From an optimization exercise on the open Yosys and OpenROAD flow, aimed at a short achievable clock period; shortcuts taken in it are not production practice.
Function was checked by simulation only, so behaviour that the tests miss may differ from the original.
Power and IR drop assume default switching activity.

## flow/design.v (module list and top-level ports; edited modules follow where they fit)
// module signExtend: 15 lines
// module SignExtendSelector: 24 lines
// module RegFile: 42 lines
// module CSRFile: 196 lines
// module ALUCPU: 27 lines
// module control_alu: 99 lines
// module control_branch: 23 lines
// module control_bypass_ex: 88 lines
// module control_main: 164 lines
// module control_stall_id: 113 lines
// module mem_read_selector: 21 lines
// module mem_write_selector: 32 lines
// module cpu: 783 lines
// module riscv_core: 35 lines
module riscv_core (
	input         clock,
	input         reset,
	output [31:0] PC_out,
	input  [31:0] instr_in,
	output        instr_en,
	output [31:0] data_addr,
	output        ren,
	output        wen,
	output [31:0] data_out,
	input  [31:0] data_in,
	output [3:0]  byte_select,
	input         memReady,
	input         software_interrupt,
	input         timer_interrupt,
	input         external_interrupt
);
  // ...
==> flow/flow/run.sh <==
#!/bin/bash
# Layout flow: the standard flow (standard.sh) with these changes to how the
# layout is optimised; synthesis is the standard one, run first on its own.
#  - the setup repair steps aim for a larger slack margin, so that repair_timing
#    keeps improving paths that already meet the 12.5 ns clock;
#  - memReady and instr_en, the only input-to-output path, get adjacent pins;
#  - ports are buffered with buf_4 and the delay cells are not used, so that
#    the resizer does not put slow delay buffers on the port paths;
#  - after global routing, the gate that drives instr_en's output buffer gets
#    its own memReady input buffer, placed with it next to the two pins
#    (flow/post_grt.tcl, flow/eco_io.tcl).
set -euo pipefail
here=$(pwd)
bash standard.sh synth > "$here/synth.log" 2>&1
export DONT_USE_CELLS="sky130_fd_sc_hd__dlygate4sd1_1 sky130_fd_sc_hd__dlygate4sd2_1 sky130_fd_sc_hd__dlygate4sd3_1 sky130_fd_sc_hd__clkdlybuf4s15_1 sky130_fd_sc_hd__clkdlybuf4s15_2 sky130_fd_sc_hd__clkdlybuf4s18_1 sky130_fd_sc_hd__clkdlybuf4s18_2 sky130_fd_sc_hd__clkdlybuf4s25_1 sky130_fd_sc_hd__clkdlybuf4s25_2 sky130_fd_sc_hd__clkdlybuf4s50_1 sky130_fd_sc_hd__clkdlybuf4s50_2 sky130_fd_sc_hd__dlymetal6s2s_1 sky130_fd_sc_hd__dlymetal6s4s_1 sky130_fd_sc_hd__dlymetal6s6s_1"
bash standard.sh SETUP_SLACK_MARGIN=7.3 IO_CONSTRAINTS="$here/flow/io.tcl" \
  "BUFFER_PORTS_ARGS=-buffer_cell sky130_fd_sc_hd__buf_4" \
  POST_GLOBAL_ROUTE_TCL="$here/flow/post_grt.tcl" finish > "$here/layout.log" 2>&1
==> flow/flow/eco_io.tcl <==
# ECO on the only input-to-output path, memReady -> instr_en: give the gate
# that drives instr_en's output buffer its own memReady buffer, next to the
# pins, so that the path is port, buffer, gate, buffer, port.
proc eco_io_driver_iterm {net} {
  foreach it [$net getITerms] {
    if {[$it isOutputSignal]} { return $it }
  }
  return ""
}
proc eco_io_from_port {net port} {
  # follows buffers back from net; 1 if they lead to the input port
  for {set i 0} {$i < 20} {incr i} {
    foreach bt [$net getBTerms] { if {[$bt getName] eq $port} { return 1 } }
    set drv [eco_io_driver_iterm $net]
    if {$drv eq ""} { return 0 }
    set inst [$drv getInst]
    set master [[$inst getMaster] getName]
    if {![regexp {__(buf|bufbuf|clkbuf)_} $master]} { return 0 }
    set nxt ""
    foreach it [$inst getITerms] {
      if {[$it isInputSignal] && [$it getNet] ne "NULL"} { set nxt [$it getNet] }
    }
    if {$nxt eq ""} { return 0 }
    set net $nxt
  }
  return 0
}
proc eco_io {in_port out_port {inbuf sky130_fd_sc_hd__buf_4} {gsize 2} {outbuf sky130_fd_sc_hd__buf_4}} {
  set block [ord::get_db_block]
  set onet [[$block findBTerm $out_port] getNet]
  set obuf [[eco_io_driver_iterm $onet] getInst]
  set obuf_in ""
  foreach it [$obuf getITerms] { if {[$it isInputSignal]} { set obuf_in $it } }
  set gnet [$obuf_in getNet]
  set gate [[eco_io_driver_iterm $gnet] getInst]
  set gpin ""
  foreach it [$gate getITerms] {
    if {[$it isInputSignal] && [$it getNet] ne "NULL" && [eco_io_from_port [$it getNet] $in_port]} { set gpin $it }
  }
  if {$gpin eq ""} { puts "ECO-IO: no path found"; return }
  puts "ECO-IO: output buffer [$obuf getName] ([[$obuf getMaster] getName]), gate [$gate getName] ([[$gate getMaster] getName]) pin [[$gpin getMTerm] getName]"
  set pnet [[$block findBTerm $in_port] getNet]
  # new buffer on the port net driving only the gate's pin
  set bufm [[ord::get_db] findMaster $inbuf]
  set newbuf [odb::dbInst_create $block $bufm eco_io_inbuf]
  set newnet [odb::dbNet_create $block eco_io_net]
  $gpin disconnect
  $gpin connect $newnet
  foreach it [$newbuf getITerms] {
    set mt [[$it getMTerm] getName]
    if {$mt eq "A"} { $it connect $pnet }
    if {$mt eq "X"} { $it connect $newnet }
  }
  # sizes
  set gm [[$gate getMaster] getName]
  regsub {_[0-9]+$} $gm "_$gsize" gm2
  set m2 [[ord::get_db] findMaster $gm2]
  if {$m2 ne "NULL"} { $gate swapMaster $m2 }
  set om [[ord::get_db] findMaster $outbuf]
  $obuf swapMaster $om
  # place next to the pins, inside the core
  set pb [[lindex [[$block findBTerm $in_port] getBPins] 0] getBBox]
  set ob [[lindex [[$block findBTerm $out_port] getBPins] 0] getBBox]
  set core [$block getCoreArea]
  set px [expr {([$pb xMin] + [$ob xMin]) / 2}]
  set py [expr {([$pb yMin] + [$ob yMin]) / 2}]
  set x [expr {max([$core xMin], min([$core xMax] - 20000, $px))}]
  set y [expr {max([$core yMin], min([$core yMax] - 20000, $py))}]
  foreach inst [list $newbuf $gate $obuf] {
    $inst setLocation $x $y
    $inst setPlacementStatus PLACED
  }
  puts "ECO-IO: placed near ($x, $y)"
}
==> flow/flow/io.tcl <==
set_io_pin_constraint -group -order -pin_names {memReady instr_en}
==> flow/flow/post_grt.tcl <==
# POST_GLOBAL_ROUTE hook: ECO on the memReady -> instr_en path, then the
# changed nets are routed again and the route guides rewritten.
source [file join [file dirname [info script]] eco_io.tcl]
global_route -start_incremental
eco_io memReady instr_en sky130_fd_sc_hd__buf_2 2 sky130_fd_sc_hd__buf_4
detailed_placement
check_placement -verbose
global_route -end_incremental
estimate_parasitics -global_routing
report_checks -to instr_en -fields {fanout cap slew}
write_guides $::env(RESULTS_DIR)/route.guide
==> flow/standard.sh <==
#!/bin/bash
# synth_recipe.tcl (not shown) runs the flow's synth.tcl, then flattens the netlist and writes it again
# the make line also repeats each setting of config.mk as NAME=value (left out here)
make -C /OpenROAD-flow-scripts/flow DESIGN_CONFIG=/design/flow/config.mk WORK_HOME=/design/flow/orfs CLKGATE_MAP_FILE= SYNTH_SCRIPT=/design/flow/synth_recipe.tcl "${@:-finish}"
==> flow/config.mk <==
export PLATFORM = sky130hd
export DESIGN_NAME = riscv_core
export DESIGN_NICKNAME = riscv_core
export VERILOG_FILES = /design/flow/design.v
export SDC_FILE = /design/flow/constraint.sdc
export NUM_CORES = 8
export LEC_CHECK = 0
export CAP_MARGIN = 30
export CORE_MARGIN = 2
export CORE_UTILIZATION = 32
export SLEW_MARGIN = 30
==> flow/constraint.sdc <==
create_clock -name core_clock -period 12.5 [get_ports {clock}]
set_input_delay 2.5000 -clock core_clock [delete_from_list [all_inputs] [get_ports {clock}]]
set_output_delay 2.5000 -clock core_clock [all_outputs]
set_load 0.01 [all_outputs]
==> reports/summary.txt, run 1 <==
Post-Syn Area - 0.1416 mm²
Comb pwr share - 0.281
DR vias - 134800
Routed Antenna Nets - 0
most flop-heavy register - cpu1.cpu_regs.data
Crit path buffers/inverters - 4
multi-input gate share of the layout cell area - 0.4747
highest metal used - met5
Clock Buffer Count - 400
Biggest Area Class - multi-input combinational cells
Worst path depth - 21
max-slew violations - 0
number of synthesized flops with an enable pin - 0
CTS Root Cell - clkbuf_16
fin area - 0.1632 mm²
initial antenna violation count - 77
GR Util met1 - 0.4014
commonest non-fill, non-tap cell in the layout - dfrtp_1
met2 wire length - 298.7 mm
Worst Slack Setup Final - 7.123 ns
P_int - 15480 µW
sw frac - 0.3871
total gr overflow - 0
CTS tree - built
CP Launch Point - cpu1.ALUInB[0]
synth top area cells - dfrtp_1, mux2_2, ha_1
Fillers - 44200
area grow syn2layout - 15.25%
HP Class - reg2reg
ClkCell Share - 0.05717
vias in the first global route - 124100
status - no timing/DRC/antenna violations
main combinational cell family by area after synthesis - compound AO/OA/AOI/OAI gates
Tot Pwr - 25260 µW
met2 usage - 0.4454
min Tclk post-route - 5.377 ns
Clock group - 8630 µW
simple-gate share of the synthesized area - 0.1160
post-synthesis adder-cell area fraction - 0.04975
nonclk buf count - 766
fraction of layout cells with a size suffix above 1 - 0.1973
sequential area share after synthesis - 0.4253
WL final - 754.4 mm
#FFs+latches synth - 2406
XOR/XNOR share of the synthesized area - 0.02905
==> module RegFile, before the edit <==
module RegFile (input clock, reset,
				input [4:0] raA, raB, wa,
				input [31:0] raA_oh, raB_oh,	 
				input [31:0] raC_oh,			 
				output [31:0] rdC,
				input wen,
				input [31:0] wd,
				output [31:0] rdA, rdB,
				output [31:0] rdA_nb,	 
				output byA);			 
integer i;
reg [31:0] data[31:0];
always @(posedge clock or negedge reset)
begin
	if (reset == 1'b0) begin
		for (i = 0; i < 32; i = i+1)
			data[i] <= 0;
            data[2] <= 256;
    end
	else begin
		if (wen == 1'b1 && wa != 5'b0)
			data[wa] <=  wd;
	end
end
reg [31:0] rdA_rf, rdB_rf, rdC_rf;
integer j;
always @(*) begin
	rdA_rf = 32'b0;
	rdB_rf = 32'b0;
	rdC_rf = 32'b0;
	for (j = 0; j < 32; j = j+1) begin
		rdA_rf = rdA_rf | ({32{raA_oh[j]}} & data[j]);
		rdB_rf = rdB_rf | ({32{raB_oh[j]}} & data[j]);
		rdC_rf = rdC_rf | ({32{raC_oh[j]}} & data[j]);
	end
end
assign byA = (wen == 1'b1 && wa == raA && wa != 5'b0);
assign rdA_nb = rdA_rf;
assign rdC = rdC_rf;
assign rdA = byA ? wd : rdA_rf;
assign rdB = (wen == 1'b1 && wa == raB && wa != 5'b0) ? wd : rdB_rf;
endmodule
==> module cpu, before the edit <==
module cpu(	input clock,
			input reset,
			output 	[31:0] PC_out,
			input  	[31:0] instr_in,
			output 	[31:0] data_addr,
			output ren,
			output wen,
			output instr_en,
			output 	[31:0] data_out,
			input 	[31:0] data_in,
			output 	[3:0]  byte_select,
			input software_interrupt,
			input timer_interrupt,
			input external_interrupt,
			input memReady
			);
wire mr = memReady;
reg		[31:0]	IFID_instr;
reg 	[31:0]  PC_IF2;
reg		[31:0]	PC, IFID_PC, IDEX_PC;
wire	[31:0]	JumpAddress;
reg 	[31:0]  PC_new;
wire	[31:0]	instr;
reg		[31:0]	IF2_instr;
reg     [31:0]  delayed_instr;
wire			inA_is_PC;
reg		[31:0]	IDEX_signExtend;
wire	[31:0]	signExtend;
wire	[31:0]	rdA, rdB, rdA_nb;
wire			rf_byA;
reg		[31:0]	IDEX_rdB;
reg		[2:0]	IDEX_funct3;
reg		[4:0]	IDEX_instr_rs2, IDEX_instr_rs1, IDEX_instr_rd;
reg				IDEX_RegDst, IDEX_ALUSrc, IDEX_inA_is_PC, IDEX_Jump, IDEX_JumpJALR;
reg 	[1:0] 	IDEX_reg_type;
reg				IDEX_MemRead, IDEX_MemWrite;
reg				IDEX_MemToReg, IDEX_RegWrite;
reg				IDEX_csr_imm;
reg 	[2:0]	EXMEM_funct3;
reg 	[4:0]	EXMEM_RegWriteAddr;
reg 	[31:0]	EXMEM_ALUOut;
reg 	[31:0]	EXMEM_BranchALUOut;
reg 	[1:0] 	EXMEM_reg_type;
reg				EXMEM_JumpJALR;
reg				EXMEM_MemRead, EXMEM_MemWrite, EXMEM_RegWrite, EXMEM_MemToReg;
reg		[4:0]	MEMWB_RegWriteAddr;
reg				MEMWB_RegWrite;
wire			RegDst, MemRead, MemWrite, MemToReg, ALUSrc, RegWrite, Jump, JumpJALR;
wire 	[1:0] 	reg_type;
wire			Branch;
reg				IDEX_Branch, EXMEM_Branch;
wire	[6:0]	opcode;
wire	[2:0]	funct3, ALUcntrl;
wire 	[31:0] 	csr_data, csr_data_nx;
reg 	[31:0] 	EXMEM_csr_data;
wire 	[11:0]	csr_addr;
reg 	[11:0]	IDEX_csr_addr;
reg 	[11:0]	EXMEM_csr_addr;
reg 	[11:0]	MEMWB_csr_addr;
reg 			csr_write_allowed;
reg 			IDEX_csr_write_allowed;
reg 			EXMEM_csr_write_allowed;
reg 			MEMWB_csr_write_allowed;
wire	[6:0]	funct7;
wire	[4:0]	instr_rs1, instr_rs2, instr_rd, RegWriteAddr;
wire	[31:0]	imm_i, imm_s, imm_b, imm_u, imm_j, imm_z;
reg keepDelayInstr;
wire flushPipeline;
wire int_taken, int_taken_nx;
wire [31:0] trap_vector;
wire syscall, trap_waiting;
wire trap_in_ID;
reg		[31:0]	MEMWB_wRegData;		 
reg		[31:0]	MEMWB_wbData;		 
wire	[31:0]	WB_csr_data = mr ? MEMWB_wbData : 32'b0;
reg		s2_q;		 
reg		s34_q;		 
reg		X_q;		 
reg		brtaken_q;	 
reg		Y_q;		 
wire PCSrc = EXMEM_JumpJALR | brtaken_q;
wire int_trap = int_taken;
wire stallY = ~s2_q & s34_q;
wire write_pc		= int_trap | PCSrc | (mr & ~stallY);
wire write_ifid		= mr & ~s2_q & ~s34_q;
wire write_idex		= mr;
wire write_exmem	= mr;
wire write_memwb	= mr;
wire bubble_idex	= int_trap | PCSrc | (mr & (s2_q | s34_q));
wire bubble_exmem	= int_trap | PCSrc;
wire bubble_ifid	= int_trap | PCSrc | flushPipeline | (mr & ~s2_q & ~s34_q & (Jump | trap_in_ID));
assign trap_waiting	= mr & syscall & ~s2_q & ~s34_q;
assign instr_en		= ~(X_q | (mr & Y_q));
assign PC_out = PC;
assign instr = instr_in;
assign wen = EXMEM_MemWrite;
always @(posedge clock or negedge reset)
begin
	if (reset == 1'b0)
		PC <= 32'h00000000;
	else if (write_pc == 1'b1)
		PC <= PC_new;
end
reg bubble_ifid_delayed;
always @(posedge clock or negedge reset)
begin
	if(reset == 1'b0)begin
		PC_IF2 <= 32'b0;
		bubble_ifid_delayed <= 1'b0;
		delayed_instr <= 32'b0;
		keepDelayInstr <= 1'b0;
	end
	else begin
		if(write_ifid == 1'b1)begin
			if(bubble_ifid == 1'b1)
				PC_IF2 <= 32'hffffffff;
			else
				PC_IF2 <= PC;
			bubble_ifid_delayed <= bubble_ifid;
			delayed_instr <= 0;
			keepDelayInstr <= 0;
		end
		else begin
			if(bubble_ifid == 1'b1||bubble_ifid_delayed == 1'b1)
				PC_IF2 <= 32'hffffffff;
			if(keepDelayInstr ==1'b0) begin
				keepDelayInstr <= 1;
				delayed_instr <= (PCSrc)?32'hffffffff: instr;
			end
		end
	end
end
always@(*)
begin
	if(delayed_instr == 0)
		IF2_instr = instr;
	else if(bubble_ifid_delayed == 1'b1)
		IF2_instr = 32'b0;
	else
		IF2_instr = delayed_instr;
end
always @(*) begin
	if(int_taken||trap_in_ID)
		PC_new = trap_vector;
	else if (PCSrc == 1'b0) begin
		if (Jump == 1'b0)
			PC_new = PC + ((flushPipeline == 1'b1) ? 32'd0 : 32'd4);
		else
			PC_new = JumpAddress;
	end
	else
		PC_new = EXMEM_BranchALUOut;
end
assign JumpAddress = IFID_PC + signExtend;
signExtend signExtendUnit (
	.instr(IF2_instr[31:7]),
	.imm_i(imm_i),
	.imm_s(imm_s),
	.imm_b(imm_b),
	.imm_u(imm_u),
	.imm_j(imm_j),
	.imm_z(imm_z)
);
wire [31:0] signExtend_if2;
SignExtendSelector SignExtendSelector (
	.out(signExtend_if2),
	.imm_i(imm_i),
	.imm_s(imm_s),
	.imm_b(imm_b),
	.imm_u(imm_u),
	.imm_j(imm_j),
	.imm_z(imm_z),
	.opcode(IF2_instr[6:0])
);
reg [31:0] IFID_imm;
assign signExtend = IFID_imm;
reg [31:0] IFID_rs1_oh, IFID_rs2_oh;
reg [31:0] IFID_rs1val;
wire [31:0] rs1v_rf_if2;
wire rf_wr_if2 = MEMWB_RegWrite & (MEMWB_RegWriteAddr != 5'b0) & (MEMWB_RegWriteAddr == IF2_instr[19:15]);
wire [31:0] rs1v_if2 = rf_wr_if2 ? MEMWB_wRegData : rs1v_rf_if2;
wire [31:0] rdA_f = rf_byA ? MEMWB_wRegData : IFID_rs1val;	 
wire [31:0] rs1_oh_if2 = 32'b1 << IF2_instr[19:15];
wire [31:0] rs2_oh_if2 = 32'b1 << IF2_instr[24:20];
wire ifid_clear = bubble_ifid_delayed | bubble_ifid;
wire [31:0] IFID_instr_d = ifid_clear ? 32'b0 : (write_ifid ? IF2_instr : IFID_instr);
always @(posedge clock or negedge reset)
begin
	if((reset == 1'b0))
	begin
		IFID_PC			<= 32'b0;
		IFID_instr		<= 32'b0;
		IFID_imm		<= 32'b0;
		IFID_rs1_oh		<= 32'b0;
		IFID_rs2_oh		<= 32'b0;
		IFID_rs1val		<= 32'b0;
	end
	else begin
		IFID_instr <= IFID_instr_d;
		if (ifid_clear) begin
			IFID_PC			<= 32'hffffffff;
			IFID_imm		<= 32'b0;
			IFID_rs1_oh		<= 32'b0;
			IFID_rs2_oh		<= 32'b0;
			IFID_rs1val		<= 32'b0;
		end
		else if (write_ifid == 1'b1) begin
			IFID_PC			<= PC_IF2;
			IFID_imm		<= signExtend_if2;
			IFID_rs1_oh		<= rs1_oh_if2;
			IFID_rs2_oh		<= rs2_oh_if2;
			IFID_rs1val		<= rs1v_if2;
		end
		else if (rf_byA)
			IFID_rs1val		<= MEMWB_wRegData;
	end
end
assign opcode		= IFID_instr[6:0];
assign funct3		= IFID_instr[14:12];
assign funct7		= IFID_instr[31:25];
assign instr_rs1	= IFID_instr[19:15];
assign csr_addr		= IFID_instr[31:20];
assign instr_rs2	= IFID_instr[24:20];
assign instr_rd		= IFID_instr[11:7];
assign syscall		= (IDEX_Jump==1'b0 &
						IDEX_JumpJALR==1'b0&opcode == 7'b1110011 & funct3==0) ? 1'b1 : 1'b0;
always @(*) begin
	if(reg_type == 2'b01) begin
		if(funct3[1:0] == 2'b00)
			csr_write_allowed = 1'b0;
		else if(funct3[1:0] == 2'b01)
			csr_write_allowed = 1'b1;
		else
			csr_write_allowed = (instr_rs1 != 5'b0);
	end
	else
		csr_write_allowed = 1'b0;
end
RegFile cpu_regs (
	.clock(clock),
	.reset(reset),
	.raA(instr_rs1),
	.raB(instr_rs2),
	.raA_oh(IFID_rs1_oh),
	.raB_oh(IFID_rs2_oh),
	.raC_oh(rs1_oh_if2),
	.rdC(rs1v_rf_if2),
	.wa(MEMWB_RegWriteAddr),
	.wen(MEMWB_RegWrite),
	.wd(MEMWB_wRegData),
	.rdA(rdA),
	.rdB(rdB),
	.rdA_nb(rdA_nb),
	.byA(rf_byA)
);
localparam NOPS = 13;
localparam O_ADD = 0, O_SUB = 1, O_XOR = 2, O_OR = 3, O_AND = 4, O_SLL = 5, O_SRL = 6,
           O_SRA = 7, O_SLT = 8, O_SLTU = 9, O_SUBU = 10, O_LUI = 11, O_CLEAR = 12;
wire [3:0] ALUOp_id;
wire csr_imm_id;
control_alu control_alu(
	.ALUOp(ALUOp_id),
	.ALUcntrl(ALUcntrl),
	.csr_immidiate(csr_imm_id),
	.funct3(funct3),
	.funct7(funct7)
);
reg [NOPS-1:0] op_id;
always @(*) begin
	op_id = 0;
	case (ALUOp_id)
		4'b0000:   op_id[O_ADD] = 1'b1;
		4'b1100: op_id[O_ADD] = 1'b1;
		4'b0001:   op_id[O_SUB] = 1'b1;
		4'b0010:   op_id[O_XOR] = 1'b1;
		4'b0011:    op_id[O_OR] = 1'b1;
		4'b0100:   op_id[O_AND] = 1'b1;
		4'b0101:   op_id[O_SLL] = 1'b1;
		4'b0110:   op_id[O_SRL] = 1'b1;
		4'b0111:   op_id[O_SRA] = 1'b1;
		4'b1000:   op_id[O_SLT] = 1'b1;
		4'b1001:  op_id[O_SLTU] = 1'b1;
		4'b1010:  op_id[O_SUBU] = 1'b1;
		4'b1011:   op_id[O_LUI] = 1'b1;
		4'b1110: op_id[O_CLEAR] = 1'b1;
		default: op_id = 0;
	endcase
end
reg [NOPS-1:0] IDEX_op;
always @(posedge clock or negedge reset)
begin
	if ((reset == 1'b0)) begin
		IDEX_inA_is_PC	<= 1'b0;
		IDEX_Jump		<= 1'b0;
		IDEX_JumpJALR	<= 1'b0;
		IDEX_signExtend	<= 32'b0;
		IDEX_instr_rd	<= 5'b0;
		IDEX_instr_rs1	<= 5'b0;
		IDEX_instr_rs2	<= 5'b0;
		IDEX_RegDst		<= 1'b0;
		IDEX_ALUSrc		<= 1'b0;
		IDEX_Branch		<= 1'b0;
		IDEX_MemRead	<= 1'b0;
		IDEX_MemWrite	<= 1'b0;
		IDEX_MemToReg	<= 1'b0;
		IDEX_RegWrite	<= 1'b0;
		IDEX_funct3		<= 3'b0;
		IDEX_PC			<= 32'b0;
		IDEX_rdB		<= 32'b0;
		IDEX_reg_type	<= 2'b0;
		IDEX_csr_addr	<= 12'b0;
		IDEX_csr_write_allowed <= 1'b0;
		IDEX_csr_imm	<= 1'b0;
		IDEX_op			<= 1 << O_ADD;
		IDEX_opA		<= 32'b0;
		IDEX_opA2		<= 32'b0;
		IDEX_opB		<= 32'b0;
	end
	else
	begin
		if ((bubble_idex == 1'b1)) begin
			IDEX_inA_is_PC	<= 1'b0;
			IDEX_Jump		<= 1'b0;
			IDEX_JumpJALR	<= 1'b0;
			IDEX_signExtend	<= 32'b0;
			IDEX_instr_rd	<= 5'b0;
			IDEX_instr_rs1	<= 5'b0;
			IDEX_instr_rs2	<= 5'b0;
			IDEX_RegDst		<= 1'b0;
			IDEX_ALUSrc		<= 1'b0;
			IDEX_Branch		<= 1'b0;
			IDEX_MemRead	<= 1'b0;
			IDEX_MemWrite	<= 1'b0;
			IDEX_MemToReg	<= 1'b0;
			IDEX_RegWrite	<= 1'b0;
			IDEX_funct3		<= 3'b0;
			IDEX_rdB		<= 32'b0;
			IDEX_reg_type	<= 2'b0;
			IDEX_csr_addr	<= 12'b0;
			IDEX_csr_write_allowed <= 1'b0;
			IDEX_csr_imm	<= 1'b0;
			IDEX_op			<= 1 << O_ADD;
			IDEX_opA		<= 32'b0;
			IDEX_opA2		<= 32'b0;
			IDEX_opB		<= 32'b0;
			IDEX_PC			<= 32'hffffffff;
		end
		else if (write_idex == 1'b1) begin
			IDEX_inA_is_PC	<= inA_is_PC;
			IDEX_Jump		<= Jump;
			IDEX_JumpJALR	<= JumpJALR;
			IDEX_signExtend	<= signExtend;
			IDEX_instr_rd	<= instr_rd;
			IDEX_instr_rs1	<= instr_rs1;
			IDEX_instr_rs2	<= instr_rs2;
			IDEX_RegDst		<= RegDst;
			IDEX_ALUSrc		<= ALUSrc;
			IDEX_Branch		<= Branch;
			IDEX_MemRead	<= MemRead;
			IDEX_MemWrite	<= MemWrite;
			IDEX_MemToReg	<= MemToReg;
			IDEX_RegWrite	<= RegWrite;
			IDEX_funct3		<= funct3;
			IDEX_PC			<= IFID_PC;
			IDEX_rdB		<= rdB;
			IDEX_reg_type	<= reg_type;
			IDEX_csr_addr	<= csr_addr;
			IDEX_csr_write_allowed <= csr_write_allowed;
			IDEX_csr_imm	<= csr_imm_id;
			IDEX_op			<= op_id;
			IDEX_opA		<= opA_new;
			IDEX_opA2		<= opA2_new;
			IDEX_opB		<= opB_new;
		end
	end
end
reg [31:0] newmepc;
localparam MEPC_IDLE = 1'b0;
localparam MEPC_WAITINGJUMP = 1'b1;
reg mepc_state;
always@(posedge clock or negedge reset)begin
	if(reset==1'b0)begin
		newmepc <= 32'h0;
		mepc_state <= MEPC_IDLE;
	end
	else
	begin
		case(mepc_state)
			MEPC_IDLE:begin
				if(flushPipeline)
				begin
					if(brtaken_q||Jump||EXMEM_JumpJALR)
						newmepc <= PC_new;
					else if(write_pc==1'b0&&IFID_PC!=32'hffffffff)
						newmepc <= IFID_PC;
					else if(PC_IF2!=32'hffffffff)
						newmepc <= PC_IF2;
					else
						newmepc <= PC;
					mepc_state <= MEPC_WAITINGJUMP;
				end
			end
			MEPC_WAITINGJUMP:begin
				if(brtaken_q||Jump||EXMEM_JumpJALR)
					newmepc <= PC_new;
				if(flushPipeline==1'b0)
					mepc_state <= MEPC_IDLE;
			end
		endcase
	end
end
CSRFile csrFile(
	.clock(clock),
	.reset(reset),
	.wen(MEMWB_csr_write_allowed),
	.ren(reg_type==2'b01),
	.csrAddr(csr_addr),
	.csrWAddr(MEMWB_csr_addr),
	.wd(WB_csr_data),
	.rd(csr_data),
	.rd_nx(csr_data_nx),
	.write_pc(write_pc),
	.PC(PC),
	.IDEX_PC(newmepc),
	.software_interrupt(software_interrupt),
	.timer_interrupt(timer_interrupt),
	.external_interrupt(external_interrupt),
	.syscall(trap_waiting),
	.int_taken(int_taken),
	.int_taken_nx(int_taken_nx),
	.trap_in_ID(trap_in_ID),
	.flushPipeline(flushPipeline),
	.trap_vector(trap_vector)
);
control_main control_main (
	.RegDst(RegDst),
	.reg_type(reg_type),
	.Branch(Branch),
	.MemRead(MemRead),
	.MemWrite(MemWrite),
	.MemToReg(MemToReg),
	.ALUSrc(ALUSrc),
	.RegWrite(RegWrite),
	.Jump(Jump),
	.JumpJALR(JumpJALR),
	.inA_is_PC(inA_is_PC),
	.ALUcntrl(ALUcntrl),
	.opcode(opcode)
);
reg [31:0] IDEX_opA;	 
reg [31:0] IDEX_opA2;	 
reg [31:0] IDEX_opB;	 
reg [31:0] wbX;			 
reg [31:0] bypassOutA, bypassOutB, ALUInA, ALUInB;
wire [31:0] BranchInA = (IDEX_JumpJALR == 1'b1) ? bypassOutA : IDEX_PC;
wire [31:0] BranchALUOut = BranchInA + IDEX_signExtend;
wire [31:0] alu_add = ALUInA + ALUInB;
wire [31:0] alu_sub = ALUInA - ALUInB;
wire [32:0] alu_usub = {1'b0, ALUInA} - {1'b0, ALUInB};
wire signed [31:0] sALUInA = ALUInA;
wire signed [31:0] sALUInB = ALUInB;
wire        alu_lt  = sALUInA < sALUInB;
wire        alu_ltu = ALUInA < ALUInB;
wire [31:0] alu_sra = sALUInA >>> ALUInB[4:0];
wire [31:0] alu_log =
	({32{IDEX_op[O_XOR]}}   & (ALUInA ^ ALUInB)) |
	({32{IDEX_op[O_OR]}}    & (ALUInA | ALUInB)) |
	({32{IDEX_op[O_AND]}}   & (ALUInA & ALUInB)) |
	({32{IDEX_op[O_LUI]}}   & {ALUInB[31:12], 12'b0});
wire        alu_clr = (ALUInA == 32'b0) & ALUInB[0];
wire [31:0] alu_sh =
	({32{IDEX_op[O_SLL]}}   & (ALUInA << ALUInB[4:0])) |
	({32{IDEX_op[O_SRL]}}   & (ALUInA >> ALUInB[4:0])) |
	({32{IDEX_op[O_SRA]}}   & alu_sra);
wire        alu_ltx = (IDEX_op[O_SLT] & alu_lt) | (IDEX_op[O_SLTU] & alu_ltu) | (IDEX_op[O_CLEAR] & alu_clr);
wire        op_log = IDEX_op[O_XOR] | IDEX_op[O_OR] | IDEX_op[O_AND] | IDEX_op[O_LUI];
wire        op_sh  = IDEX_op[O_SLL] | IDEX_op[O_SRL] | IDEX_op[O_SRA];
wire        op_lt  = IDEX_op[O_SLT] | IDEX_op[O_SLTU] | IDEX_op[O_CLEAR];
wire [31:0] ALUOut =
	({32{IDEX_op[O_ADD]}}   & alu_add) |
	({32{IDEX_op[O_SUB]}}   & alu_sub) |
	alu_log | alu_sh | {31'b0, alu_ltx} |
	({32{IDEX_op[O_SUBU]}}  & alu_usub[32:1]);
reg brcond;
always @(*) begin
	case (IDEX_funct3)
		3'b000:	brcond = (ALUInA == ALUInB);
		3'b001:	brcond = (ALUInA != ALUInB);
		3'b100:	brcond = alu_sub[31];
		3'b101:	brcond = ~alu_sub[31];
		3'b110:	brcond = alu_usub[32];
		3'b111:	brcond = ~alu_usub[32];
		default:		brcond = 1'b0;
	endcase
end
assign RegWriteAddr = (IDEX_RegDst==1'b0) ? IDEX_instr_rs2 : IDEX_instr_rd;
always @(posedge clock or negedge reset)
begin
	if ((reset == 1'b0)) begin
		EXMEM_ALUOut		<= 32'b0;
		EXMEM_JumpJALR 		<= 1'b0;
		EXMEM_BranchALUOut	<= 32'b0;
		EXMEM_RegWriteAddr	<= 5'b0;
		EXMEM_Branch		<= 1'b0;
		EXMEM_MemRead		<= 1'b0;
		EXMEM_MemWrite		<= 1'b0;
		EXMEM_MemToReg		<= 1'b0;
		EXMEM_RegWrite		<= 1'b0;
		EXMEM_funct3		<= 3'b0;
		EXMEM_csr_data		<= 32'b0;
		EXMEM_reg_type		<= 2'b00;
		EXMEM_csr_addr		<= 12'b0;
		EXMEM_csr_write_allowed <= 1'b0;
		brtaken_q			<= 1'b0;
	end
	else
	begin
		if ((bubble_exmem == 1'b1)) begin
			EXMEM_ALUOut		<= 32'b0;
			EXMEM_JumpJALR 		<= 1'b0;
			EXMEM_BranchALUOut	<= 32'b0;
			EXMEM_RegWriteAddr	<= 5'b0;
			EXMEM_Branch		<= 1'b0;
			EXMEM_MemRead		<= 1'b0;
			EXMEM_MemWrite		<= 1'b0;
			EXMEM_MemToReg		<= 1'b0;
			EXMEM_RegWrite		<= 1'b0;
			EXMEM_funct3		<= 3'b0;
			EXMEM_csr_data		<= 32'b0;
			EXMEM_reg_type		<= 2'b00;
			EXMEM_csr_addr		<= 12'b0;
			EXMEM_csr_write_allowed <= 1'b0;
			brtaken_q			<= 1'b0;
		end
		else if (write_exmem == 1'b1) begin
			EXMEM_ALUOut		<= ALUOut;
			EXMEM_JumpJALR		<= IDEX_JumpJALR;
			EXMEM_BranchALUOut	<= BranchALUOut;
			EXMEM_RegWriteAddr	<= RegWriteAddr;
			EXMEM_Branch		<= IDEX_Branch;
			EXMEM_MemRead		<= IDEX_MemRead;
			EXMEM_MemWrite		<= IDEX_MemWrite;
			EXMEM_MemToReg		<= IDEX_MemToReg;
			EXMEM_RegWrite		<= IDEX_RegWrite;
			EXMEM_funct3		<= IDEX_funct3;
			EXMEM_csr_data		<= csr_data;
			EXMEM_reg_type		<= IDEX_reg_type;
			EXMEM_csr_addr		<= IDEX_csr_addr;
			EXMEM_csr_write_allowed <= IDEX_csr_write_allowed;
			brtaken_q			<= IDEX_Branch & brcond;
		end
	end
end
wire [31:0] staddr;
assign staddr = bypassOutA + IDEX_signExtend;
wire [3:0]  bsel_ex;
wire [31:0] wdata_ex;
mem_write_selector mem_write_selector(
	.mem_select(IDEX_funct3),
	.ALUin(bypassOutB),
	.offset(staddr[1:0]),
	.byte_select_vector(bsel_ex),
	.out(wdata_ex)
);
reg [3:0]  bsel_q;
reg [31:0] wdata_q;
always @(posedge clock or negedge reset)
begin
	if (reset == 1'b0) begin
		bsel_q  <= 4'b0;
		wdata_q <= 32'b0;
	end
	else if (mr == 1'b1) begin
		bsel_q  <= bsel_ex;
		wdata_q <= wdata_ex;
	end
end
assign byte_select = bsel_q;
assign data_out = wdata_q;
reg [3:0] mf_b0;		 
reg       mf_b1lo, mf_b1hi, mf_b1sg;	 
reg       mf_hw, mf_hsg;	 
reg [3:0] mf_sg;		 
reg       wb_m, wb_a, wb_c;	 
wire ld_lb  = (IDEX_funct3 == 3'b000);
wire ld_lh  = (IDEX_funct3 == 3'b001);
wire ld_lbu = (IDEX_funct3 == 3'b100);
wire ld_lhu = (IDEX_funct3 == 3'b101);
wire ld_w   = ~(ld_lb | ld_lh | ld_lbu | ld_lhu);
wire [1:0] ld_off = da_q[1:0];
always @(posedge clock or negedge reset)
begin
	if (reset == 1'b0) begin
		mf_b0 <= 4'b0; mf_b1lo <= 1'b0; mf_b1hi <= 1'b0; mf_b1sg <= 1'b0;
		mf_hw <= 1'b0; mf_hsg <= 1'b0; mf_sg <= 4'b0;
		wb_m <= 1'b0; wb_a <= 1'b1; wb_c <= 1'b0;
	end
	else if (bubble_exmem == 1'b1) begin
		mf_b0 <= 4'b0; mf_b1lo <= 1'b0; mf_b1hi <= 1'b0; mf_b1sg <= 1'b0;
		mf_hw <= 1'b0; mf_hsg <= 1'b0; mf_sg <= 4'b0;
		wb_m <= 1'b0; wb_a <= 1'b1; wb_c <= 1'b0;
	end
	else if (write_exmem == 1'b1) begin
		mf_b0[0] <= ld_w | ((ld_lb | ld_lbu) & (ld_off == 2'd0)) | ((ld_lh | ld_lhu) & ~ld_off[1]);
		mf_b0[1] <= (ld_lb | ld_lbu) & (ld_off == 2'd1);
		mf_b0[2] <= ((ld_lb | ld_lbu) & (ld_off == 2'd2)) | ((ld_lh | ld_lhu) & ld_off[1]);
		mf_b0[3] <= (ld_lb | ld_lbu) & (ld_off == 2'd3);
		mf_b1lo  <= ld_w | ((ld_lh | ld_lhu) & ~ld_off[1]);
		mf_b1hi  <= (ld_lh | ld_lhu) & ld_off[1];
		mf_b1sg  <= ld_lb;
		mf_hw    <= ld_w;
		mf_hsg   <= ld_lb | ld_lh;
		mf_sg[0] <= ld_lb & (ld_off == 2'd0);
		mf_sg[1] <= (ld_lb & (ld_off == 2'd1)) | (ld_lh & ~ld_off[1]);
		mf_sg[2] <= ld_lb & (ld_off == 2'd2);
		mf_sg[3] <= (ld_lb & (ld_off == 2'd3)) | (ld_lh & ld_off[1]);
		wb_m <= (IDEX_reg_type == 2'b00) & IDEX_MemToReg;
		wb_a <= (IDEX_reg_type == 2'b00) & ~IDEX_MemToReg;
		wb_c <= (IDEX_reg_type != 2'b00);
	end
end
wire ld_sgn = (mf_sg[0] & data_in[7]) | (mf_sg[1] & data_in[15]) | (mf_sg[2] & data_in[23]) | (mf_sg[3] & data_in[31]);
wire [31:0] MemOut_mem;
assign MemOut_mem[7:0] = ({8{mf_b0[0]}} & data_in[7:0]) | ({8{mf_b0[1]}} & data_in[15:8]) |
                         ({8{mf_b0[2]}} & data_in[23:16]) | ({8{mf_b0[3]}} & data_in[31:24]);
assign MemOut_mem[15:8] = ({8{mf_b1lo}} & data_in[15:8]) | ({8{mf_b1hi}} & data_in[31:24]) | {8{mf_b1sg & ld_sgn}};
assign MemOut_mem[31:16] = ({16{mf_hw}} & data_in[31:16]) | {16{mf_hsg & ld_sgn}};
wire [31:0] wbData_nx = (EXMEM_MemToReg == 1'b0) ? EXMEM_ALUOut : MemOut_mem;
wire [31:0] wRegData_nx = ({32{wb_m}} & MemOut_mem) | ({32{wb_a}} & EXMEM_ALUOut) | ({32{wb_c}} & EXMEM_csr_data);
always @(posedge clock or negedge reset)
begin
	if (reset == 1'b0) begin
		MEMWB_RegWriteAddr	<= 5'b0;
		MEMWB_RegWrite		<= 1'b0;
		MEMWB_csr_addr		<= 12'b0;
		MEMWB_csr_write_allowed <= 1'b0;
		MEMWB_wRegData		<= 32'b0;
		MEMWB_wbData		<= 32'b0;
	end
	else if (write_memwb == 1'b1) begin
		MEMWB_RegWriteAddr	<= EXMEM_RegWriteAddr;
		MEMWB_RegWrite		<= EXMEM_RegWrite;
		MEMWB_csr_addr		<= EXMEM_csr_addr;
		MEMWB_csr_write_allowed <= EXMEM_csr_write_allowed;
		MEMWB_wRegData		<= wRegData_nx;
		MEMWB_wbData		<= wbData_nx;
	end
end
wire [4:0]  IDEX_rs1_d   = bubble_idex ? 5'b0 : (write_idex ? instr_rs1 : IDEX_instr_rs1);
wire [4:0]  IDEX_rs2_d   = bubble_idex ? 5'b0 : (write_idex ? instr_rs2 : IDEX_instr_rs2);
wire [4:0]  IDEX_rd_d    = bubble_idex ? 5'b0 : (write_idex ? instr_rd : IDEX_instr_rd);
wire [11:0] IDEX_csra_d  = bubble_idex ? 12'b0 : (write_idex ? csr_addr : IDEX_csr_addr);
wire [1:0]  IDEX_rt_d    = bubble_idex ? 2'b0 : (write_idex ? reg_type : IDEX_reg_type);
wire        IDEX_MemRead_d  = bubble_idex ? 1'b0 : (write_idex ? MemRead : IDEX_MemRead);
wire        IDEX_MemWrite_d = bubble_idex ? 1'b0 : (write_idex ? MemWrite : IDEX_MemWrite);
wire        IDEX_Branch_d   = bubble_idex ? 1'b0 : (write_idex ? Branch : IDEX_Branch);
wire        IDEX_Jump_d     = bubble_idex ? 1'b0 : (write_idex ? Jump : IDEX_Jump);
wire        IDEX_JumpJALR_d = bubble_idex ? 1'b0 : (write_idex ? JumpJALR : IDEX_JumpJALR);
wire [4:0]  EXMEM_rd_d   = bubble_exmem ? 5'b0 : (write_exmem ? RegWriteAddr : EXMEM_RegWriteAddr);
wire        EXMEM_rw_d   = bubble_exmem ? 1'b0 : (write_exmem ? IDEX_RegWrite : EXMEM_RegWrite);
wire [11:0] EXMEM_csra_d = bubble_exmem ? 12'b0 : (write_exmem ? IDEX_csr_addr : EXMEM_csr_addr);
wire        EXMEM_Branch_d = bubble_exmem ? 1'b0 : (write_exmem ? IDEX_Branch : EXMEM_Branch);
wire        EXMEM_JumpJALR_d = bubble_exmem ? 1'b0 : (write_exmem ? IDEX_JumpJALR : EXMEM_JumpJALR);
wire        brtaken_d    = bubble_exmem ? 1'b0 : (write_exmem ? (IDEX_Branch & brcond) : brtaken_q);
wire [4:0]  MEMWB_rd_d   = write_memwb ? EXMEM_RegWriteAddr : MEMWB_RegWriteAddr;
wire        MEMWB_rw_d   = write_memwb ? EXMEM_RegWrite : MEMWB_RegWrite;
wire [11:0] MEMWB_csra_d = write_memwb ? EXMEM_csr_addr : MEMWB_csr_addr;
wire fA_ex_d = EXMEM_rw_d & (EXMEM_rd_d != 5'b0) & (EXMEM_rd_d == IDEX_rs1_d);
wire fA_wb_d = ~fA_ex_d & MEMWB_rw_d & (MEMWB_rd_d != 5'b0) & (MEMWB_rd_d == IDEX_rs1_d);
wire fB_ex_d = (IDEX_rt_d == 2'b00) ? (EXMEM_rw_d & (EXMEM_rd_d == IDEX_rs2_d)) :
               (IDEX_rt_d == 2'b01) ? (EXMEM_rw_d & (EXMEM_rd_d != 5'b0) & (EXMEM_csra_d == IDEX_csra_d)) : 1'b0;
wire fB_wb_d = ~fB_ex_d & ((IDEX_rt_d == 2'b00) ? (MEMWB_rw_d & (MEMWB_rd_d == IDEX_rs2_d)) :
               (IDEX_rt_d == 2'b01) ? (MEMWB_rw_d & (MEMWB_rd_d != 5'b0) & (MEMWB_csra_d == IDEX_csra_d)) : 1'b0);
wire csrimm_d = bubble_idex ? 1'b0 : (write_idex ? csr_imm_id : IDEX_csr_imm);
wire inApc_d  = bubble_idex ? 1'b0 : (write_idex ? inA_is_PC : IDEX_inA_is_PC);
wire alusrc_d = bubble_idex ? 1'b0 : (write_idex ? ALUSrc : IDEX_ALUSrc);
wire jmp_d    = IDEX_Jump_d | IDEX_JumpJALR_d;
wire rt01_d   = (IDEX_rt_d == 2'b01);
wire bA_op_d  = csrimm_d | (~fA_ex_d & ~fA_wb_d);
wire bA_ex_d  = ~csrimm_d & fA_ex_d;
wire bA_wb_d  = ~csrimm_d & fA_wb_d;
wire bB_ex_d  = fB_ex_d;
wire bB_wb_d  = fB_wb_d;
wire bB_csr_d = ~fB_ex_d & ~fB_wb_d & rt01_d;
wire bB_rf_d  = ~fB_ex_d & ~fB_wb_d & ~rt01_d;
wire bBsel_d  = ~jmp_d & ~alusrc_d;
wire aA_op_d  = inApc_d | bA_op_d;
wire aA_ex_d  = ~inApc_d & bA_ex_d;
wire aA_wb_d  = ~inApc_d & bA_wb_d;
wire aB_op_d  = ~bBsel_d | bB_rf_d;
wire aB_ex_d  = bBsel_d & bB_ex_d;
wire aB_wb_d  = bBsel_d & bB_wb_d;
wire aB_csr_d = bBsel_d & bB_csr_d;
wire [31:0] opA_new  = inA_is_PC ? IFID_PC : csr_imm_id ? {27'b0, instr_rs1} : rdA_f;
wire [31:0] opA2_new = csr_imm_id ? {27'b0, instr_rs1} : rdA_f;
wire [31:0] opB_new  = (Jump | JumpJALR) ? 32'd4 : ALUSrc ? signExtend : rdB;
wire [31:0] IDEX_opA_d  = bubble_idex ? 32'b0 : (write_idex ? opA_new : IDEX_opA);
wire [31:0] IDEX_opA2_d = bubble_idex ? 32'b0 : (write_idex ? opA2_new : IDEX_opA2);
wire [31:0] IDEX_opB_d  = bubble_idex ? 32'b0 : (write_idex ? opB_new : IDEX_opB);
wire [31:0] IDEX_rdB_d  = bubble_idex ? 32'b0 : (write_idex ? rdB : IDEX_rdB);
wire [31:0] EXMEM_ALUOut_d = bubble_exmem ? 32'b0 : (write_exmem ? ALUOut : EXMEM_ALUOut);
wire [31:0] wbX_d = rt01_d ? (write_memwb ? wbData_nx : MEMWB_wbData) : (write_memwb ? wRegData_nx : MEMWB_wRegData);
wire [31:0] ifid_nx = IFID_instr_d;
wire        sys_nx  = ~IDEX_Jump_d & ~IDEX_JumpJALR_d & (ifid_nx[6:0] == 7'b1110011) & (ifid_nx[14:12] == 3'b000);
wire        s2_d    = (IDEX_Branch_d | EXMEM_Branch_d) & sys_nx;
wire        s34_d   = ((ifid_nx[6:0] == 7'b0000011) & IDEX_MemWrite_d) |
                      (IDEX_MemRead_d & ((IDEX_rd_d == ifid_nx[19:15]) | (IDEX_rd_d == ifid_nx[24:20])));
wire        X_d     = ~int_taken_nx & (EXMEM_JumpJALR_d | brtaken_d);
wire ldf_ex = IDEX_RegWrite & (RegWriteAddr != 5'b0) & (RegWriteAddr == instr_rs1);
wire ldf_wb = EXMEM_RegWrite & (EXMEM_RegWriteAddr != 5'b0) & (EXMEM_RegWriteAddr == instr_rs1);
wire [31:0] ld_csa_s  = ALUInA ^ ALUInB ^ signExtend;
wire [31:0] ld_csa_c  = (ALUInA & ALUInB) | (ALUInA & signExtend) | (ALUInB & signExtend);
wire [31:0] ld_csu_s  = ALUInA ^ ~ALUInB ^ signExtend;
wire [31:0] ld_csu_c  = (ALUInA & ~ALUInB) | (ALUInA & signExtend) | (~ALUInB & signExtend);
wire [31:0] ld_add    = ld_csa_s + {ld_csa_c[30:0], 1'b0};
wire [31:0] ld_sub    = ld_csu_s + {ld_csu_c[30:0], 1'b1};
wire [31:0] ld_log, ld_sh;
assign ld_log = alu_log + signExtend;
assign ld_sh = alu_sh + signExtend;
wire [31:0] imm_p1    = signExtend + 32'd1;
wire [31:0] ld_lt     = alu_ltx ? imm_p1 : signExtend;
wire [31:0] ld_wbm, ld_wbr, ld_rfw, ld_rfr;
assign ld_wbm = MemOut_mem + signExtend;
assign ld_wbr = (({32{wb_a}} & EXMEM_ALUOut) | ({32{wb_c}} & EXMEM_csr_data)) + signExtend;
assign ld_rfw = MEMWB_wRegData + signExtend;
assign ld_rfr = IFID_rs1val + signExtend;
wire        ld_enter  = MemRead & ~(int_trap | PCSrc | s2_q | s34_q);
wire        ldsel_x   = ld_enter & ldf_ex;
wire        ldsel_w   = ld_enter & ~ldf_ex & ldf_wb;
wire        ldsel_r   = ld_enter & ~ldf_ex & ~ldf_wb;
wire [31:0] da_add_d = {32{ldsel_x & IDEX_op[O_ADD]}} & ld_add;
wire [31:0] da_sub_d = {32{ldsel_x & IDEX_op[O_SUB]}} & ld_sub;
wire [31:0] da_log_d = {32{ldsel_x & op_log}} & ld_log;
wire [31:0] da_sh_d  = {32{ldsel_x & op_sh}} & ld_sh;
wire [31:0] da_oth_d =
	({32{ldsel_x & op_lt}} & ld_lt) |
	({32{ldsel_w & wb_m}} & ld_wbm) | ({32{ldsel_w & ~wb_m}} & ld_wbr) |
	({32{ldsel_r & rf_byA}} & ld_rfw) | ({32{ldsel_r & ~rf_byA}} & ld_rfr) |
	({32{~ld_enter}} & staddr);
reg [31:0] da_add_q, da_sub_q, da_log_q, da_sh_q, da_oth_q;
wire [31:0] da_q = da_add_q | da_sub_q | da_log_q | da_sh_q | da_oth_q;
always @(posedge clock or negedge reset)
begin
	if (reset == 1'b0) begin
		bypassOutA <= 32'b0;
		bypassOutB <= 32'b0;
		ALUInA <= 32'b0;
		ALUInB <= 32'b0;
		wbX <= 32'b0;
		s2_q  <= 1'b0;
		s34_q <= 1'b0;
		X_q   <= 1'b0;
		Y_q   <= 1'b0;
		da_add_q <= 32'b0;
		da_sub_q <= 32'b0;
		da_log_q <= 32'b0;
		da_sh_q  <= 32'b0;
		da_oth_q <= 32'b0;
	end
	else begin
		bypassOutA <= ({32{bA_op_d}} & IDEX_opA2_d) | ({32{bA_ex_d}} & EXMEM_ALUOut_d) | ({32{bA_wb_d}} & wbX_d);
		bypassOutB <= ({32{bB_rf_d}} & IDEX_rdB_d) | ({32{bB_ex_d}} & EXMEM_ALUOut_d) | ({32{bB_wb_d}} & wbX_d) |
		              ({32{bB_csr_d}} & csr_data_nx);
		ALUInA <= ({32{aA_op_d}} & IDEX_opA_d) | ({32{aA_ex_d}} & EXMEM_ALUOut_d) | ({32{aA_wb_d}} & wbX_d);
		ALUInB <= ({32{aB_op_d}} & IDEX_opB_d) | ({32{aB_ex_d}} & EXMEM_ALUOut_d) | ({32{aB_wb_d}} & wbX_d) |
		          ({32{aB_csr_d}} & csr_data_nx);
		wbX <= wbX_d;
		s2_q  <= s2_d;
		s34_q <= s34_d;
		X_q   <= X_d;
		Y_q   <= ~s2_d & s34_d;
		if (mr == 1'b1) begin
			da_add_q <= da_add_d;
			da_sub_q <= da_sub_d;
			da_log_q <= da_log_d;
			da_sh_q  <= da_sh_d;
			da_oth_q <= da_oth_d;
		end
	end
end
assign ren = IDEX_MemRead & ~brtaken_q;
assign data_addr = da_q;
endmodule
==> inputs of run 2 (changes only) <==
--- a/flow/design.v
+++ b/flow/design.v
@@ -43,4 +43,6 @@
 				input [31:0] raC_oh,			 
 				output [31:0] rdC,
+				input [31:0] raD_oh,			 
+				output [31:0] rdD,
 				input wen,
 				input [31:0] wd,
@@ -62,5 +64,5 @@
 	end
 end
-reg [31:0] rdA_rf, rdB_rf, rdC_rf;
+reg [31:0] rdA_rf, rdB_rf, rdC_rf, rdD_rf;
 integer j;
 always @(*) begin
@@ -68,8 +70,10 @@
 	rdB_rf = 32'b0;
 	rdC_rf = 32'b0;
+	rdD_rf = 32'b0;
 	for (j = 0; j < 32; j = j+1) begin
 		rdA_rf = rdA_rf | ({32{raA_oh[j]}} & data[j]);
 		rdB_rf = rdB_rf | ({32{raB_oh[j]}} & data[j]);
 		rdC_rf = rdC_rf | ({32{raC_oh[j]}} & data[j]);
+		rdD_rf = rdD_rf | ({32{raD_oh[j]}} & data[j]);
 	end
 end
@@ -77,4 +81,5 @@
 assign rdA_nb = rdA_rf;
 assign rdC = rdC_rf;
+assign rdD = rdD_rf;
 assign rdA = byA ? wd : rdA_rf;
 assign rdB = (wen == 1'b1 && wa == raB && wa != 5'b0) ? wd : rdB_rf;
@@ -1021,7 +1026,13 @@
 reg [31:0] IFID_rs1_oh, IFID_rs2_oh;
 reg [31:0] IFID_rs1val;
-wire [31:0] rs1v_rf_if2;
-wire rf_wr_if2 = MEMWB_RegWrite & (MEMWB_RegWriteAddr != 5'b0) & (MEMWB_RegWriteAddr == IF2_instr[19:15]);
-wire [31:0] rs1v_if2 = rf_wr_if2 ? MEMWB_wRegData : rs1v_rf_if2;
+wire        if2_sel_in = (delayed_instr == 32'b0);
+wire [4:0]  rs1_in = instr[19:15];
+wire [4:0]  rs1_dl = bubble_ifid_delayed ? 5'b0 : delayed_instr[19:15];
+wire [31:0] rs1v_rf_in, rs1v_rf_dl;
+wire        rf_wr_in = MEMWB_RegWrite & (MEMWB_RegWriteAddr != 5'b0) & (MEMWB_RegWriteAddr == rs1_in);
+wire        rf_wr_dl = MEMWB_RegWrite & (MEMWB_RegWriteAddr != 5'b0) & (MEMWB_RegWriteAddr == rs1_dl);
+wire [31:0] rs1v_in = rf_wr_in ? MEMWB_wRegData : rs1v_rf_in;
+wire [31:0] rs1v_dl = rf_wr_dl ? MEMWB_wRegData : rs1v_rf_dl;
+wire [31:0] rs1v_if2 = if2_sel_in ? rs1v_in : rs1v_dl;
 wire [31:0] rdA_f = rf_byA ? MEMWB_wRegData : IFID_rs1val;	 
 wire [31:0] rs1_oh_if2 = 32'b1 << IF2_instr[19:15];
@@ -1088,6 +1099,8 @@
 	.raA_oh(IFID_rs1_oh),
 	.raB_oh(IFID_rs2_oh),
-	.raC_oh(rs1_oh_if2),
-	.rdC(rs1v_rf_if2),
+	.raC_oh(32'b1 << rs1_in),
+	.rdC(rs1v_rf_in),
+	.raD_oh(32'b1 << rs1_dl),
+	.rdD(rs1v_rf_dl),
 	.wa(MEMWB_RegWriteAddr),
 	.wen(MEMWB_RegWrite),
@@ -1306,5 +1319,8 @@
 wire        alu_lt  = sALUInA < sALUInB;
 wire        alu_ltu = ALUInA < ALUInB;
-wire [31:0] alu_sra = sALUInA >>> ALUInB[4:0];
+reg  [31:0] shA;
+reg  [4:0]  shamt;
+wire signed [31:0] sshA = shA;
+wire [31:0] alu_sra = sshA >>> shamt;
 wire [31:0] alu_log =
 	({32{IDEX_op[O_XOR]}}   & (ALUInA ^ ALUInB)) |
@@ -1314,6 +1330,6 @@
 wire        alu_clr = (ALUInA == 32'b0) & ALUInB[0];
 wire [31:0] alu_sh =
-	({32{IDEX_op[O_SLL]}}   & (ALUInA << ALUInB[4:0])) |
-	({32{IDEX_op[O_SRL]}}   & (ALUInA >> ALUInB[4:0])) |
+	({32{IDEX_op[O_SLL]}}   & (shA << shamt)) |
+	({32{IDEX_op[O_SRL]}}   & (shA >> shamt)) |
 	({32{IDEX_op[O_SRA]}}   & alu_sra);
 wire        alu_ltx = (IDEX_op[O_SLT] & alu_lt) | (IDEX_op[O_SLTU] & alu_ltu) | (IDEX_op[O_CLEAR] & alu_clr);
@@ -1326,13 +1342,15 @@
 	alu_log | alu_sh | {31'b0, alu_ltx} |
 	({32{IDEX_op[O_SUBU]}}  & alu_usub[32:1]);
+wire [31:0] br_sub  = bypassOutA - bypassOutB;
+wire [32:0] br_usub = {1'b0, bypassOutA} - {1'b0, bypassOutB};
 reg brcond;
 always @(*) begin
 	case (IDEX_funct3)
-		3'b000:	brcond = (ALUInA == ALUInB);
-		3'b001:	brcond = (ALUInA != ALUInB);
-		3'b100:	brcond = alu_sub[31];
-		3'b101:	brcond = ~alu_sub[31];
-		3'b110:	brcond = alu_usub[32];
-		3'b111:	brcond = ~alu_usub[32];
+		3'b000:	brcond = (bypassOutA == bypassOutB);
+		3'b001:	brcond = (bypassOutA != bypassOutB);
+		3'b100:	brcond = br_sub[31];
+		3'b101:	brcond = ~br_sub[31];
+		3'b110:	brcond = br_usub[32];
+		3'b111:	brcond = ~br_usub[32];
 		default:		brcond = 1'b0;
 	endcase
@@ -1544,5 +1562,10 @@
 wire [31:0] IDEX_rdB_d  = bubble_idex ? 32'b0 : (write_idex ? rdB : IDEX_rdB);
 wire [31:0] EXMEM_ALUOut_d = bubble_exmem ? 32'b0 : (write_exmem ? ALUOut : EXMEM_ALUOut);
+wire [NOPS-1:0] IDEX_op_d = bubble_idex ? (1 << O_ADD) : (write_idex ? op_id : IDEX_op);
+wire        op_sh_d = IDEX_op_d[O_SLL] | IDEX_op_d[O_SRL] | IDEX_op_d[O_SRA];
 wire [31:0] wbX_d = rt01_d ? (write_memwb ? wbData_nx : MEMWB_wbData) : (write_memwb ? wRegData_nx : MEMWB_wRegData);
+wire [31:0] ALUInA_d = ({32{aA_op_d}} & IDEX_opA_d) | ({32{aA_ex_d}} & EXMEM_ALUOut_d) | ({32{aA_wb_d}} & wbX_d);
+wire [31:0] ALUInB_d = ({32{aB_op_d}} & IDEX_opB_d) | ({32{aB_ex_d}} & EXMEM_ALUOut_d) | ({32{aB_wb_d}} & wbX_d) |
+                       ({32{aB_csr_d}} & csr_data_nx);
 wire [31:0] ifid_nx = IFID_instr_d;
 wire        sys_nx  = ~IDEX_Jump_d & ~IDEX_JumpJALR_d & (ifid_nx[6:0] == 7'b1110011) & (ifid_nx[14:12] == 3'b000);
@@ -1573,15 +1596,13 @@
 wire        ldsel_w   = ld_enter & ~ldf_ex & ldf_wb;
 wire        ldsel_r   = ld_enter & ~ldf_ex & ~ldf_wb;
-wire [31:0] da_add_d = {32{ldsel_x & IDEX_op[O_ADD]}} & ld_add;
-wire [31:0] da_sub_d = {32{ldsel_x & IDEX_op[O_SUB]}} & ld_sub;
-wire [31:0] da_log_d = {32{ldsel_x & op_log}} & ld_log;
 wire [31:0] da_sh_d  = {32{ldsel_x & op_sh}} & ld_sh;
 wire [31:0] da_oth_d =
-	({32{ldsel_x & op_lt}} & ld_lt) |
+	({32{ldsel_x & IDEX_op[O_ADD]}} & ld_add) | ({32{ldsel_x & IDEX_op[O_SUB]}} & ld_sub) |
+	({32{ldsel_x & op_log}} & ld_log) | ({32{ldsel_x & op_lt}} & ld_lt) |
 	({32{ldsel_w & wb_m}} & ld_wbm) | ({32{ldsel_w & ~wb_m}} & ld_wbr) |
 	({32{ldsel_r & rf_byA}} & ld_rfw) | ({32{ldsel_r & ~rf_byA}} & ld_rfr) |
 	({32{~ld_enter}} & staddr);
-reg [31:0] da_add_q, da_sub_q, da_log_q, da_sh_q, da_oth_q;
-wire [31:0] da_q = da_add_q | da_sub_q | da_log_q | da_sh_q | da_oth_q;
+reg [31:0] da_sh_q, da_oth_q;
+wire [31:0] da_q = da_sh_q | da_oth_q;
 always @(posedge clock or negedge reset)
 begin
@@ -1591,4 +1612,6 @@
 		ALUInA <= 32'b0;
 		ALUInB <= 32'b0;
+		shA <= 32'b0;
+		shamt <= 5'b0;
 		wbX <= 32'b0;
 		s2_q  <= 1'b0;
@@ -1596,7 +1619,4 @@
 		X_q   <= 1'b0;
 		Y_q   <= 1'b0;
-		da_add_q <= 32'b0;
-		da_sub_q <= 32'b0;
-		da_log_q <= 32'b0;
 		da_sh_q  <= 32'b0;
 		da_oth_q <= 32'b0;
@@ -1606,7 +1626,8 @@
 		bypassOutB <= ({32{bB_rf_d}} & IDEX_rdB_d) | ({32{bB_ex_d}} & EXMEM_ALUOut_d) | ({32{bB_wb_d}} & wbX_d) |
 		              ({32{bB_csr_d}} & csr_data_nx);
-		ALUInA <= ({32{aA_op_d}} & IDEX_opA_d) | ({32{aA_ex_d}} & EXMEM_ALUOut_d) | ({32{aA_wb_d}} & wbX_d);
-		ALUInB <= ({32{aB_op_d}} & IDEX_opB_d) | ({32{aB_ex_d}} & EXMEM_ALUOut_d) | ({32{aB_wb_d}} & wbX_d) |
-		          ({32{aB_csr_d}} & csr_data_nx);
+		ALUInA <= ALUInA_d;
+		ALUInB <= ALUInB_d;
+		shA <= {32{op_sh_d}} & ALUInA_d;
+		shamt <= {5{op_sh_d}} & ALUInB_d[4:0];
 		wbX <= wbX_d;
 		s2_q  <= s2_d;
@@ -1615,7 +1636,4 @@
 		Y_q   <= ~s2_d & s34_d;
 		if (mr == 1'b1) begin
-			da_add_q <= da_add_d;
-			da_sub_q <= da_sub_d;
-			da_log_q <= da_log_d;
 			da_sh_q  <= da_sh_d;
 			da_oth_q <= da_oth_d;
--- a/flow/flow/run.sh
+++ b/flow/flow/run.sh
@@ -7,6 +7,7 @@
 #  - ports are buffered with buf_4 and the delay cells are not used, so that
 #    the resizer does not put slow delay buffers on the port paths;
-#  - after global routing, the gate that drives instr_en's output buffer gets
-#    its own memReady input buffer, placed with it next to the two pins
+#  - after global routing, two more setup repair passes on global-route
+#    parasitics, then the gate that drives instr_en's output buffer gets its
+#    own memReady input buffer, placed with it next to the two pins
 #    (flow/post_grt.tcl, flow/eco_io.tcl).
 set -euo pipefail
==> flow/flow/post_grt.tcl (replaced) <==
# POST_GLOBAL_ROUTE hook: more setup repair passes on global-route parasitics,
# then the ECO on the memReady -> instr_en path; changed nets are routed again
# and the route guides rewritten.
source [file join [file dirname [info script]] eco_io.tcl]
for {set pass 0} {$pass < 2} {incr pass} {
  estimate_parasitics -global_routing
  repair_timing -setup -setup_margin 7.5 -repair_tns 100 -skip_last_gasp
  global_route -start_incremental
  detailed_placement
  global_route -end_incremental
}
global_route -start_incremental
eco_io memReady instr_en sky130_fd_sc_hd__buf_2 2 sky130_fd_sc_hd__buf_4
detailed_placement
check_placement -verbose
global_route -end_incremental
estimate_parasitics -global_routing
report_worst_slack
write_guides $::env(RESULTS_DIR)/route.guide
==> run 2 against run 1 <==
Net effect:
- now fails the layout checks on antenna violations
- largest cell class unchanged
- core utilization grew 0.53 points
- count of clock-buffer cells in the layout is 18 lower
- synthesized cell count rose by 6.1%
- register-to-register slack gained 0.21 ns
- maximum frequency is 0.76% lower
- worst setup slack got worse by 0.041 ns
- first-iteration DRC count increased by 16%
- non-clock buffer count up 181
==> reports/summary.txt, run 2 <==
area grow syn2layout - 16.87%
DR WL/cell - 42.17 µm
P_leak - 0.07543 µW
Sink Count - 2347
commonest non-fill, non-tap cell in the layout - dfrtp_1
most frequent cells in the layout - dfrtp_1, nand2_1, nor2_1
final number of hold-violating endpoints - 0
sequential area share after synthesis - 0.4013 (-0.02394)
period utilisation layout - 0.4335
RD Place Congestion - 1.082
nets - 16030
Synth Flop Type - dfrtp_1
fmax - 0.1846 GHz
min Tclk post-route - 5.418 ns (+0.04142 ns)
max-slew violations - 0 (unchanged)
Die H - 680.3 µm
die area - 0.4628 mm²
type of origin of the critical path - input pin
violated checks - antenna violations
DR DRC count - 0
largest net degree at the start of global routing - 176
endpoints failing setup - 0
Synth top area share - 0.3997
CTS Hold Buffers Added - 0
placed inst area - 0.1565 mm²
Syn Area/Cell - 9.517 µm²
global-route wire length before repair - 1212 mm
fin area - 0.1711 mm² (+4.8%)
max reg flops - 1024
drt first pass iters - 16
Setup Buffers After CTS - 66
# H-tree levels - 5
CP endpoint kind - register
MaxCap Viol Count - 0
Starting Density - 0.3211
maximum vdd drop - 0.0001131 V
Mapped Nets - 16000
DP Worst Slack - 4.945 ns
HP Class - reg2reg
CTS Root Cell - clkbuf_16
number of port buffers - 172
synth top area cells - dfrtp_1, mux2_2, a22oi_1
Worst Path Arrival - 6.27 ns
most common cell in the netlist - dfrtp_1
Clock transition at path regs - 0.06 ns
worst r2r path cells - 16
worst reg2reg endpoint - cpu1.da_oth_q[31]
DR vias - 150800 (+12%)
Critical Path RT - 13.35 ns
Site Rows - 248
total gr overflow - 0 (unchanged)
Distinct cells, synth - 114
Async S/R FF share, synth - 1.000
worst hold stages - 0
cell taking the most area after synthesis - dfrtp_1
Synth Instances - 15380
number of synthesized flops with an enable pin - 0 (unchanged)
Post-Syn Area - 0.1464 mm² (+3.4%)
WL final - 916.3 mm (+21%)
CTS tree - built
Worst Slack Setup Final - 7.082 ns (-0.04142 ns)
P per Cell Area - 148.7 mW/mm²
status - finished with violations
fraction of layout cells with a size suffix above 1 - 0.2103 (+0.01297)
initial drt markers - 25180
Worst Tran Pin Value - 1.249 ns
Hold Path End - cpu1.cpu_regs.data[0][22]
Reg-to-Reg Start - cpu1.IFID_imm[9]
Worst-Skew Late Latency - 1.01 ns
DP HPWL - 624.0 mm
Routed Antenna Nets - 1 (+1)
Setup CP Type - in2reg
Die Wd - 680.3 µm
TritonCTS Buffers - 278
Core Footprint - 0.4558 mm²
initial antenna violation count - 104 (+35%)
hold_sp - cpu1.cpu_regs.data[0][22]
I/O pin count - 173
Post-CTS Resized - 188
top post-synthesis cells by count - dfrtp_1, nor2_1, nand2_1, mux2_2, a22oi_1
Max Clock Skew - 0.09396 ns
FF-to-FF setup slack - 7.33 ns
vias per inst - 6.943
Fin Setup TNS - 0 ns
vias in the first global route - 137300 (+11%)
hold slack - 0.4363 ns
most flop-heavy register - cpu1.cpu_regs.data
#FFs+latches synth - 2347 (-2.5%)
CP Max Fanout - 8
Ys Warns - 8
Slew Limit Headroom - 0.1674
gr usage total - 0.3781
Clock Path Buffers - 4
==> run 2: cell types whose count changed after synthesis, sizes merged, moves of 48 or more <==
cell    before   now
nor3       305   249
clkbuf     837   962
a22o       356   420
nor2      1118  1207
a221oi     300   393
nand3      185   258
nand2     1224  1163
dfrtp     2397  2338
a21oi      913   979
nor4        74   122
a22oi      603  1073
nand4      243   346
==> run 2: layout make-up <==
cell class,instances,area [µm²]
plain buffers,1,5.005
clock buffers,382,7915
well taps,6000,7507
inverters,467,1828
fillers,45730,284800
repair buffers,946,8772
flip-flops and latches,2347,58860
repair inverters,1,5.005
clock inverters,109,1434
multi-input cells,11370,84450
diodes,108,270.3
==> run 2: critical path: stages <==
cell and delay, ns:
buf_12 0.12, a22oi_2 0.17, nand2_2 0.09, and2_4 0.20, a221o_2 0.37, ha_4 0.26
buf_4 0.14, o21ai_1 0.08, a21oi_1 0.09, a221o_1 0.33, or3b_4 0.40, o21ai_4 0.19
o21bai_4 0.08, a21oi_2 0.15, mux2i_1 0.10, a221oi_2 0.45, o221ai_1 0.20, o32a_1 0.31
==> run 2: stage by stage <==
step                power, µW  utilization  cells
floorplan               12500            -  15380
global placement        16160       0.3422  20880
detailed placement      16170       0.3432  20890
CTS                     24870       0.3672  21460
finish                  25430       0.3753  21730
==> run 2: worst max-delay path by stage <==
stage                           start                 to  slack, ns  cells after the start
after floorplan              memReady           instr_en       5.75                     13
after global placement       memReady       cpu1.shA[31]       4.90                     17
after detailed placement     memReady       cpu1.shA[28]       4.95                     17
after CTS                    memReady           instr_en       7.07                      3
final                     data_in[23]  cpu1.da_oth_q[24]       7.08                     18
==> run 2: where the power goes <==
part	internal, µW	total [µW]	switching, µW	leakage [µW]
combinational	1990	7170	5170	0.0404
clock	5010	8730	3720	0.00460
sequential	8300	9540	1240	0.0304
total	15300	25400	10100	0.0754
==> run 2: logic make-up (layout without fill, tap and decap cells) <==
| kind of cell | Yosys count | after routing | synth area share |
|---|---|---|---|
| compound gates | 5042 | 5043 | 0.2394 |
| simple gates | 3834 | 3841 | 0.1215 |
| flops | 2347 | 2347 | 0.4013 |
| buf+inv | 1674 | 1906 | 0.04456 |
| mux | 1473 | 1473 | 0.1149 |
| fa+ha+maj | 549 | 549 | 0.05078 |
| xor+xnor | 460 | 460 | 0.02753 |
| other cells | 0 | 108 | 0 |
==> run 2: layer usage <==
metal | track usage | wire length (µm) | part of all wire
met1 | 0.4472 | 323800 | 0.35
met2 | 0.5188 | 358900 | 0.39
met3 | 0.1646 | 127800 | 0.14
met4 | 0.3228 | 104000 | 0.11
met5 | 0.02551 | 1761 | 0.0019

==> re-timing with driven ports <==
The flow's constraints put no driver on any port. The routed layouts listed below were extracted and timed again, unchanged, in two steps.
Step 1 (the two cells are an assumption about what drives the block):
set clk [get_ports {clock}]
set_driving_cell -lib_cell sky130_fd_sc_hd__clkbuf_16 $clk
set_driving_cell -lib_cell sky130_fd_sc_hd__buf_2 [delete_from_list [all_inputs] $clk]
Step 2 also shifts input and output timing later by t, the mid clock arrival at the registers, as if the neighbouring blocks saw the same clock.
Slacks: ideal / step 1 / step 2; pairs: ideal / step 1.
run | t (ns) | setup slack, ns | clock arrival spread, ns | worst data-port slew with drivers (ns)
run 1 | 1.081 | 7.123 / 6.962 / 5.953 | 0.082 / 0.083 | 0.27
run 2 | 1.081 | 7.082 / 6.879 / 6.029 | 0.110 / 0.109 | 0.35
The setup slack of run 1, which loses most, moves by -0.161 ns with the drivers and by -1.170 ns with both steps.
